Background: an optimization exercise with open tools, aiming at small area and a short achievable clock period. Do not read the settings as production practice.
The RTL was checked by simulation tests, not by an equivalence proof against the original design.
Power is estimated from default activity; no workload was simulated.

==> design.v <==
`default_nettype none
module alu_op_cell(
	input i_clk,
	input i_rst,
	input i_data_valid,
	input [31:0] i_data,
	input i_result_empty,
	output o_result_valid,
	output [31:0] o_result,
	output [31:0] o_op_a,
	output [31:0] o_op_b,
	input [31:0] i_op_result
);
	reg [32:0] op_cell;
	wire op_cell_empty = !op_cell[32];
	wire [31:0] op_cell_value = op_cell[31:0];
	assign o_result_valid = !op_cell_empty;
	assign o_result = op_cell_value;
	assign o_op_a = i_data;
	assign o_op_b = op_cell_value;
	always @(posedge i_clk) begin
		if (i_rst) begin
			op_cell <= {1'b0, 32'b0};
		end else if (i_data_valid) begin
			if (op_cell_empty) begin
				op_cell <= {1'b1, i_data};
			end else begin
				op_cell <= {1'b1, i_op_result};
			end
		end else if (i_result_empty && o_result_valid) begin
			op_cell <= {1'b0, 32'b0};
		end
	end
endmodule
module alu_op_cell_plus(
	input i_clk,
	input i_rst,
	input i_data_valid,
	input [31:0] i_data,
	input i_result_empty,
	output o_result_valid,
	output [31:0] o_result
);
	wire [31:0] op_a;
	wire [31:0] op_b;
	wire [31:0] op_result = op_a + op_b;
	alu_op_cell op_cell (
		.i_clk(i_clk),
		.i_rst(i_rst),
		.i_data_valid(i_data_valid),
		.i_data(i_data),
		.i_result_empty(i_result_empty),
		.o_result_valid(o_result_valid),
		.o_result(o_result),
		.o_op_a(op_a),
		.o_op_b(op_b),
		.i_op_result(op_result)
	);
endmodule
module alu_op_cell_and(
	input i_clk,
	input i_rst,
	input i_data_valid,
	input [31:0] i_data,
	input i_result_empty,
	output o_result_valid,
	output [31:0] o_result
);
	wire [31:0] op_a;
	wire [31:0] op_b;
	wire [31:0] op_result = op_a & op_b;
	alu_op_cell op_cell (
		.i_clk(i_clk),
		.i_rst(i_rst),
		.i_data_valid(i_data_valid),
		.i_data(i_data),
		.i_result_empty(i_result_empty),
		.o_result_valid(o_result_valid),
		.o_result(o_result),
		.o_op_a(op_a),
		.o_op_b(op_b),
		.i_op_result(op_result)
	);
endmodule
module alu_op_cell_or(
	input i_clk,
	input i_rst,
	input i_data_valid,
	input [31:0] i_data,
	input i_result_empty,
	output o_result_valid,
	output [31:0] o_result
);
	wire [31:0] op_a;
	wire [31:0] op_b;
	wire [31:0] op_result = op_a | op_b;
	alu_op_cell op_cell (
		.i_clk(i_clk),
		.i_rst(i_rst),
		.i_data_valid(i_data_valid),
		.i_data(i_data),
		.i_result_empty(i_result_empty),
		.o_result_valid(o_result_valid),
		.o_result(o_result),
		.o_op_a(op_a),
		.o_op_b(op_b),
		.i_op_result(op_result)
	);
endmodule
module alu_op_cell_xor(
	input i_clk,
	input i_rst,
	input i_data_valid,
	input [31:0] i_data,
	input i_result_empty,
	output o_result_valid,
	output [31:0] o_result
);
	wire [31:0] op_a;
	wire [31:0] op_b;
	wire [31:0] op_result = op_a ^ op_b;
	alu_op_cell op_cell (
		.i_clk(i_clk),
		.i_rst(i_rst),
		.i_data_valid(i_data_valid),
		.i_data(i_data),
		.i_result_empty(i_result_empty),
		.o_result_valid(o_result_valid),
		.o_result(o_result),
		.o_op_a(op_a),
		.o_op_b(op_b),
		.i_op_result(op_result)
	);
endmodule
module alu(
	input i_clk,
	input i_rst,
	input [1:0] i_input_op,
	input i_data_valid,
	input [31:0] i_data,
	input [1:0] i_output_op,
	input i_result_empty,
	output reg o_result_valid,
	output reg [31:0] o_result,
	output [4:0] o_result_flags
);
	parameter OP_PLUS = 2'b00;
	parameter OP_AND = 2'b01;
	parameter OP_OR = 2'b10;
	parameter OP_XOR = 2'b11;
	reg data_valid_plus;
	reg result_empty_plus;
	wire result_valid_plus;
	wire [31:0] result_plus;
	alu_op_cell_plus op_cell_plus (
		.i_clk(i_clk),
		.i_rst(i_rst),
		.i_data_valid(data_valid_plus),
		.i_data(i_data),
		.i_result_empty(result_empty_plus),
		.o_result_valid(result_valid_plus),
		.o_result(result_plus)
	);
	reg data_valid_and;
	reg result_empty_and;
	wire result_valid_and;
	wire [31:0] result_and;
	alu_op_cell_and op_cell_and (
		.i_clk(i_clk),
		.i_rst(i_rst),
		.i_data_valid(data_valid_and),
		.i_data(i_data),
		.i_result_empty(result_empty_and),
		.o_result_valid(result_valid_and),
		.o_result(result_and)
	);
	reg data_valid_or;
	reg result_empty_or;
	wire result_valid_or;
	wire [31:0] result_or;
	alu_op_cell_or op_cell_or (
		.i_clk(i_clk),
		.i_rst(i_rst),
		.i_data_valid(data_valid_or),
		.i_data(i_data),
		.i_result_empty(result_empty_or),
		.o_result_valid(result_valid_or),
		.o_result(result_or)
	);
	reg data_valid_xor;
	reg result_empty_xor;
	wire result_valid_xor;
	wire [31:0] result_xor;
	alu_op_cell_xor op_cell_xor (
		.i_clk(i_clk),
		.i_rst(i_rst),
		.i_data_valid(data_valid_xor),
		.i_data(i_data),
		.i_result_empty(result_empty_xor),
		.o_result_valid(result_valid_xor),
		.o_result(result_xor)
	);
	always @(*) begin
		data_valid_plus = i_data_valid && i_input_op == OP_PLUS;
		data_valid_and = i_data_valid && i_input_op == OP_AND;
		data_valid_or = i_data_valid && i_input_op == OP_OR;
		data_valid_xor = i_data_valid && i_input_op == OP_XOR;
	end
	always @(*) begin
		result_empty_plus = i_result_empty && i_output_op == OP_PLUS;
		result_empty_and = i_result_empty && i_output_op == OP_AND;
		result_empty_or = i_result_empty && i_output_op == OP_OR;
		result_empty_xor = i_result_empty && i_output_op == OP_XOR;
		case (i_output_op)
			OP_PLUS: begin
				o_result_valid = result_valid_plus;
				o_result = result_plus;
			end
			OP_AND: begin
				o_result_valid = result_valid_and;
				o_result = result_and;
			end
			OP_OR: begin
				o_result_valid = result_valid_or;
				o_result = result_or;
			end
			OP_XOR: begin
				o_result_valid = result_valid_xor;
				o_result = result_xor;
			end
		endcase
	end
	assign o_result_flags = {
		^o_result,  
		~|o_result,  
		1'b0,  
		o_result[31],  
		1'b0  
	};
endmodule
`default_nettype none
module cpu(
	input i_clk,
	input i_rst,
	output [31:0] o_pc,
	input [39:0] i_instr,
	output [7:0] o_gpio
);
	reg [31:0] datamem [0:(2**6-1)];
	reg [1:0] alu_input_op;
	reg alu_data_valid;
	reg [31:0] alu_data;
	reg [1:0] alu_output_op;
	reg alu_result_empty;
	wire alu_result_valid;
	wire [31:0] alu_result;
	wire [4:0] alu_result_flags;
	alu ALU (
		.i_clk(i_clk),
		.i_rst(i_rst),
		.i_input_op(alu_input_op),
		.i_data_valid(alu_data_valid),
		.i_data(alu_data),
		.i_output_op(alu_output_op),
		.i_result_empty(alu_result_empty),
		.o_result_valid(alu_result_valid),
		.o_result(alu_result),
		.o_result_flags(alu_result_flags)
	);
	parameter SPR_PC = 0;
	parameter SPR_STATUS = 1;
	parameter SPR_RNG = 3;
	parameter SPR_ALU_OPS_XMASK = 4'b1xx;
	parameter SPR_SIZ = 8;
	parameter SPR_SINZ = 9;
	parameter SPR_REF = 10;
	parameter SPR_DEF = 11;
	parameter SPR_NULL = 12;
	parameter SPR_GPIO = 13;
	reg [31:0] reg_pc;
	reg [4:0] reg_status;
	reg [31:0] reg_rng;
	reg [5:0] reg_ref;
	wire [31:0] reg_def = datamem[reg_ref];
	reg [7:0] reg_gpio;
	assign o_gpio = reg_gpio;
	assign o_pc = reg_pc;
	reg [31:0] reg_gprs [0:31];
	wire [39:0] instr = i_instr;
	wire instr_transfer = instr[39];
	wire [31:0] instr_source = instr[37:6];
	wire [5:0] instr_dest = instr[5:0];
	wire instr_dest_reg_is_spr = !instr_dest[5];
	wire [4:0] instr_dest_reg = instr_dest[4:0];
	wire [31:0] instr_source_literal = instr_source;
	wire instr_source_reg_is_spr = !instr_source[5];
	wire [4:0] instr_source_reg = instr_source[4:0];
	reg rng_next;
	reg [31:0] source_value;
	always @(*) begin
		rng_next = 1'b0;
		alu_output_op = 2'b0;
		alu_result_empty = 1'b0;
		if (!instr_transfer) begin
			source_value = instr_source_literal;
		end else begin
			if (instr_source_reg_is_spr) begin
				casex (instr_source_reg)
					SPR_PC: source_value = reg_pc;
					SPR_STATUS: source_value = reg_status;
					SPR_RNG: begin
						source_value = reg_rng;
						rng_next = 1'b1;
					end
					SPR_ALU_OPS_XMASK: begin
						alu_output_op = instr_source_reg[1:0];
						alu_result_empty = 1'b1;
						source_value = alu_result;
					end
					SPR_REF: source_value = reg_ref;
					SPR_DEF: source_value = reg_def;
					SPR_NULL: source_value = 0;
					SPR_GPIO: source_value = reg_gpio;
					default: source_value = 0;
				endcase
			end else begin
				source_value = reg_gprs[instr_source_reg];
			end
		end
	end
	wire [31:0] next_pc_no_skip = reg_pc + 1;
	wire [31:0] next_pc_skip = reg_pc + 2;
	reg [31:0] next_pc;
	always @(*) begin
		alu_input_op = 2'b0;
		alu_data_valid = 1'b0;
		alu_data = 32'b0;
		next_pc = reg_pc + 1;
		if (instr_dest_reg_is_spr) begin
			casex (instr_dest_reg)
				SPR_PC: next_pc = source_value;
				SPR_ALU_OPS_XMASK: begin
					alu_input_op = instr_dest_reg[1:0];
					alu_data_valid = 1'b1;
					alu_data = source_value;
				end
				SPR_SIZ: next_pc = source_value == 32'b0
					? next_pc_skip : next_pc_no_skip;
				SPR_SINZ: next_pc = source_value != 32'b0
					? next_pc_skip : next_pc_no_skip;
			endcase
		end
	end
	wire rng_next_bit = ^(reg_rng & 32'h800007D8);
	always @(posedge i_clk) begin
		if (!i_rst) begin
			if (instr_dest_reg_is_spr) begin
				if (instr_dest_reg == SPR_DEF)
					datamem[reg_ref] <= source_value;
			end else begin
				reg_gprs[instr_dest_reg] <= source_value;
			end
		end
	end
	always @(posedge i_clk) begin
		if (i_rst) begin
			reg_pc <= 32'b0;
			reg_status <= 5'b0;
			reg_rng <= 32'b0;
			reg_ref <= 6'b0;
			reg_gpio <= 8'b0;
		end else begin
			if (instr_dest_reg_is_spr) begin
				case (instr_dest_reg)
					SPR_RNG: reg_rng <= source_value;
					SPR_REF: reg_ref <= source_value;
					SPR_GPIO: reg_gpio <= source_value;
				endcase
			end
			reg_pc <= next_pc;
			if (alu_result_valid) begin
				reg_status <= {27'b0, alu_result_flags};
			end
			if (rng_next) begin
				reg_rng <= {rng_next_bit, reg_rng[31:1]};
			end
		end
	end
endmodule
==> run.sh <==
#!/bin/bash
# synth_recipe.tcl (not shown) runs the flow's synth.tcl, then flattens the netlist and writes it again
# the make line also repeats each setting of config.mk as NAME=value (left out here)
make -C /OpenROAD-flow-scripts/flow DESIGN_CONFIG=/design/flow/config.mk WORK_HOME=/design/flow/orfs CLKGATE_MAP_FILE= SYNTH_SCRIPT=/design/flow/synth_recipe.tcl finish
==> config.mk <==
export PLATFORM = sky130hd
export DESIGN_NAME = cpu
export DESIGN_NICKNAME = cpu
export VERILOG_FILES = /design/flow/design.v
export SDC_FILE = /design/flow/constraint.sdc
export NUM_CORES = 4
export LEC_CHECK = 0
export CAP_MARGIN = 20
export CORE_MARGIN = 2
export CORE_UTILIZATION = 40
export SETUP_SLACK_MARGIN = 0.2
export SLEW_MARGIN = 20
==> constraint.sdc <==
create_clock -name core_clock -period 7.5 [get_ports {i_clk}]
set_input_delay 1.5000 -clock core_clock [delete_from_list [all_inputs] [get_ports {i_clk}]]
set_output_delay 1.5000 -clock core_clock [all_outputs]
set_load 0.01 [all_outputs]
==> tab_implementation.tex <==
\begin{tabular}{lr}
\hline
Metric & Value \\
\hline
\multicolumn{2}{l}{\textbf{Placement}} \\
Count of buffers from port buffering & 80 \\
Routability Congestion & 0.984 \\
Post-placement cell area & between 100,000 and 150,000 um2 \\
Total half-perimeter wirelength after legalization and detailed placement & 292,000 um \\
Inst Count DP & 11,872 \\
\multicolumn{2}{l}{\textbf{Yosys}} \\
Post-synthesis cell type with the largest combined area & sky130\_fd\_sc\_hd\_\_edfxtp\_1 \\
Count of warnings emitted by yosys & 3 \\
Synthesized instance count & 7,216 \\
Number of distinct library cells after synthesis & 103 \\
Async S/R FF share, synth & 0 \\
Top cells by area, synth & sky130\_fd\_sc\_hd\_\_edfxtp\_1 (69\%), sky130\_fd\_sc\_hd\_\_mux4\_2 (12\%), sky130\_fd\_sc\_hd\_\_dfxtp\_1 (3.3\%) \\
Ys flop type & sky130\_fd\_sc\_hd\_\_edfxtp\_1 \\
Number of enable flip-flop cells after synthesis & 3,072 \\
Number of flip-flops and latches in the synthesized netlist & 3,291 \\
Share of the yosys chip area belonging to registers & 0.727 \\
Cell area after technology mapping & roughly 130,000 um2 \\
Top cell type's share of synthesized area & 0.694 \\
Syn\_nets & between 7,000 and 8,000 \\
Syn\_area\_per\_cell & 18.4 um2 \\
\multicolumn{2}{l}{\textbf{Final layout}} \\
Ratio of cells with drive above 1 in the final layout & 0.260 \\
Most common cell after layout, fill and taps aside & sky130\_fd\_sc\_hd\_\_edfxtp\_1 \\
Total area of multi-input combinational cells & 35,000 um2 \\
Finished layout cell area & about 150,000 um2 \\
Fill cells & 27,678 \\
Area grow syn2layout & 16.0\% \\
Commonest non-fill, non-tap cells in the layout & sky130\_fd\_sc\_hd\_\_edfxtp\_1 (3,072), sky130\_fd\_sc\_hd\_\_mux4\_2 (707), sky130\_fd\_sc\_hd\_\_buf\_4 (579), sky130\_fd\_sc\_hd\_\_nor2\_1 (349), sky130\_fd\_sc\_hd\_\_clkbuf\_16 (341) \\
Post-layout utilization of the core & 0.467 \\
Area used by sequential logic in the layout & 96,700 um2 \\
Number of standard cells in the final layout excluding fillers & approximately 12,000 \\
Layout net count & between 7,000 and 8,000 \\
\multicolumn{2}{l}{\textbf{Worst setup path}} \\
Data arrival at the endpoint of the critical path & a little under 8000 ps \\
CP peak stage delay & 830 ps \\
Most frequent cell on the critical path & sky130\_fd\_sc\_hd\_\_buf\_4 \\
Crit. End Element & flop \\
Critical-path maximum fanout & 12 \\
CP Data Required Time & 8280 ps \\
Worst setup slack for register-to-register paths & 590 ps \\
Start point of the critical path & i\_instr[8] \\
WP depth & 26 \\
Crit path launch type & input pin \\
Critical-path top delay cell & sky130\_fd\_sc\_hd\_\_a2111oi\_1 \\
Length in cells of the worst reg-to-reg path & 21 \\
Crit Path Category & in2reg \\
Worst reg2reg path endpoint & ALU.op\_cell\_plus.op\_cell.op\_cell[31] \\
CP endpoint & ALU.op\_cell\_plus.op\_cell.op\_cell[31] \\
Buffer and inverter count on the worst path & 6 \\
Worst path top cell family by delay & compound AO/OA/AOI/OAI gates \\
\multicolumn{2}{l}{\textbf{Floorplan}} \\
Effective utilization at floorplan & 0.402 \\
Number of core rows & 211 \\
Overall die width & 581 um \\
Core footprint & 331,000 um2 \\
Chip Height & 581 um \\
Die Outline Area & 337,000 um2 \\
Top-level I/O count & 82 \\
\multicolumn{2}{l}{\textbf{Timing}} \\
Min cycle time layout & 7050 ps \\
Setup tns final & 0 ps \\
Actual transition at the worst max-transition pin & 1210 ps \\
Unrepaired setup endpoints after global routing & false \\
Worst setup skew after layout & 53.6 ps \\
Max Clock Freq & 142 MHz \\
Share of the clock period used by the worst path after layout & 0.939 \\
Number of max-slew violations in the final report & 0 \\
Count of endpoints failing hold in the final timing report & 0 \\
Final setup violation count & 0 \\
Worst relative slew slack & 0.196 \\
\multicolumn{2}{l}{\textbf{Flow run}} \\
Number of violations of the max-capacitance limit & 0 \\
\multicolumn{2}{l}{\textbf{Detailed routing}} \\
Mean number of vias per cell & $\sim$6.3 \\
Drt pass-1 iters & 8 \\
First-iteration detailed-routing DRC count & 11,984 \\
DRC violations left & 0 \\
Via count & approximately 78,000 \\
Antenna violation net count after detailed routing & 0 \\
Total wire length & 456,000 um \\
Routed length per placed instance & $\sim$37 um \\
\multicolumn{2}{l}{\textbf{Global routing}} \\
Via count of the first global-routing pass & $\sim$75,000 \\
Remaining Overflow, GRT & 0 \\
Number of antenna violations at the first check in global routing & 32 \\
Pin count of the biggest net entering global routing & 101 \\
Wire length of the first global-routing pass & 622,000 um \\
GRT Util Overall & 0.265 \\
\multicolumn{2}{l}{\textbf{Clock tree}} \\
Deepest clock path buffer count & 4 \\
Post-CTS Setup Repair Bufs & 0 \\
Clock tree from TritonCTS & built \\
TritonCTS buffer count & 334 \\
Post-CTS clock slew at the launch and capture registers of the worst setup and hold paths & 60 ps \\
Htree depth & 5 \\
Clock Latency Late Sink & between 900 and 1000 ps \\
Clk sinks & 3,291 \\
Hold Buf Count CTS & 0 \\
Cell at the root of the clock tree & sky130\_fd\_sc\_hd\_\_clkbuf\_16 \\
\multicolumn{2}{l}{\textbf{Power and ir drop}} \\
Worst IR drop on VDD & 0.000210 V \\
Areal power density over the cells & 250 nW/um2 \\
Total power draw & 38.6 mW \\
Leakage & 48.4 nW \\
\multicolumn{2}{l}{\textbf{Status}} \\
Outcome & no timing/DRC/antenna violations \\
\multicolumn{2}{l}{\textbf{Worst hold path}} \\
Hold Path Class & reg2reg \\
\hline
\end{tabular}
## worst min-delay path by stage
stage                                                    from                                  end  slack (ps)  cells past startpoint
final                     ALU.op_cell_and.op_cell.op_cell[11]  ALU.op_cell_and.op_cell.op_cell[11]         480                      2
after floorplan           ALU.op_cell_and.op_cell.op_cell[11]  ALU.op_cell_and.op_cell.op_cell[11]         450                      2
after global routing       ALU.op_cell_and.op_cell.op_cell[5]   ALU.op_cell_and.op_cell.op_cell[5]         500                      2
after CTS                 ALU.op_cell_and.op_cell.op_cell[10]  ALU.op_cell_and.op_cell.op_cell[10]         480                      2
after detailed placement  ALU.op_cell_and.op_cell.op_cell[10]  ALU.op_cell_and.op_cell.op_cell[10]         470                      2
after global placement     ALU.op_cell_and.op_cell.op_cell[5]   ALU.op_cell_and.op_cell.op_cell[5]         460                      2
## per-stage QoR
stage          setup slack (ps)  hold WS (ps)
3_5_place_dp               -257           468
6_report                    454           484
3_3_place_gp               -302           461
5_1_grt                     306           498
4_1_cts                     400           482
2_1_floorplan              -327           450
## sequential cells by signal, indices dropped and copies added, names as in the netlist, named ones only
register and flops:
reg_gpio 8, reg_ref 6, ALU.op_cell_plus.op_cell.op_cell 33, ALU.op_cell_or.op_cell.op_cell 33
ALU.op_cell_and.op_cell.op_cell 33, reg_gprs 1024, reg_rng 32, datamem 2048
reg_status 3, ALU.op_cell_xor.op_cell.op_cell 33, reg_pc 32
## power breakdown
group | internal, mW | switching, mW
logic | 0.512 | 1.53
clock network | 9.07 | 7.03
registers | 20.4 | 0.0263
## per-layer routing
layer  wire length, um  share of wire  GRT usage
met1            172000           0.38      0.354
met2            209000           0.46      0.412
met3             50400           0.11     0.0617
met4             24400          0.053      0.121
met5                77        0.00017          0
## repair_timing
item,in CTS,in global routing
endpoints found under the hold margin,0,0
endpoints found under the setup margin,0,1
gates resized for setup,0,1
## synthesized netlist by cell type (all sizes together), types with 10 or more instances
library cell     n
o31ai           12
o21ai          102
nor2           457
xor2            25
clkbuf         212
xnor2           45
and2            48
a2bb2oi         21
nand2b          37
o22a            10
edfxtp        3072
mux2            67
a211o           10
a2111oi         19
nor4            42
nor3           100
nor2b           37
a31oi           29
a21oi          196
buf            239
nand4           31
nand3          104
o221ai          30
or2             16
a21o            22
a22oi          211
nand2          264
o211ai          20
or3b            15
nand3b          20
and3            18
a21boi          21
o22ai          103
or3             24
inv             28
dfxtp          219
ha              51
mux2i          240
nor3b           10
a22o            26
a311oi          21
a211oi          53
mux4           707
a221oi          43
## tightest hold or removal path, delay by kind of cell, from the launching register on
kind | cells | cell delay, ps
AOI/OAI and AO/OA | 1 | 60
DFF | 1 | 320
and+or+nand+nor | 1 | 60
## final cells by class
| cell class | count | area share |
|---|---|---|
| clock inverter | 141 | 0.00821 |
| antenna | 14 | 0.000227 |
| inverter | 36 | 0.000916 |
| timing repair buffer | 742 | 0.0441 |
| tap | 4366 | 0.0354 |
| multi-input combinational | 3438 | 0.227 |
| clock buffer | 442 | 0.0581 |
| sequential | 3291 | 0.626 |
## cell families (layout without fill, tap and decap cells)
group,after synthesis,after routing,share of synthesized area
xor+xnor,70,70,0.00461
simple gates,1256,1256,0.0454
flops,3291,3291,0.727
fa+ha+maj,52,52,0.00495
other cells,0,14,0
compound gates,1046,1046,0.0556
mux,1014,1014,0.143
buf+inv,487,1361,0.0195

static timing again, ports no longer ideal:
How much do the figures lean on ideal ports? The routed layout below was timed once more, with nothing changed but the port constraints.
Step 1 assumes that a clkbuf_16 drives the clock port and a buf_2 every other input.
Step 2, shift: input delay + t, output delay - t, t = (earliest + latest rising clock arrival at the registers) / 2. This alone moves slack from input paths to output paths.
a / b / c = no drivers / after step 1 / after step 2; a / b = the first two.
t, ns: 0.988
setup WS [ns]: 0.454 / 0.530 / -0.458
hold slack, ns: 0.484 / 0.484 / 0.484
With both steps, setup timing fails in this run, where it was met with ideal ports. The setup slack of this run moves by +0.076 ns with the drivers and by -0.912 ns with both steps.
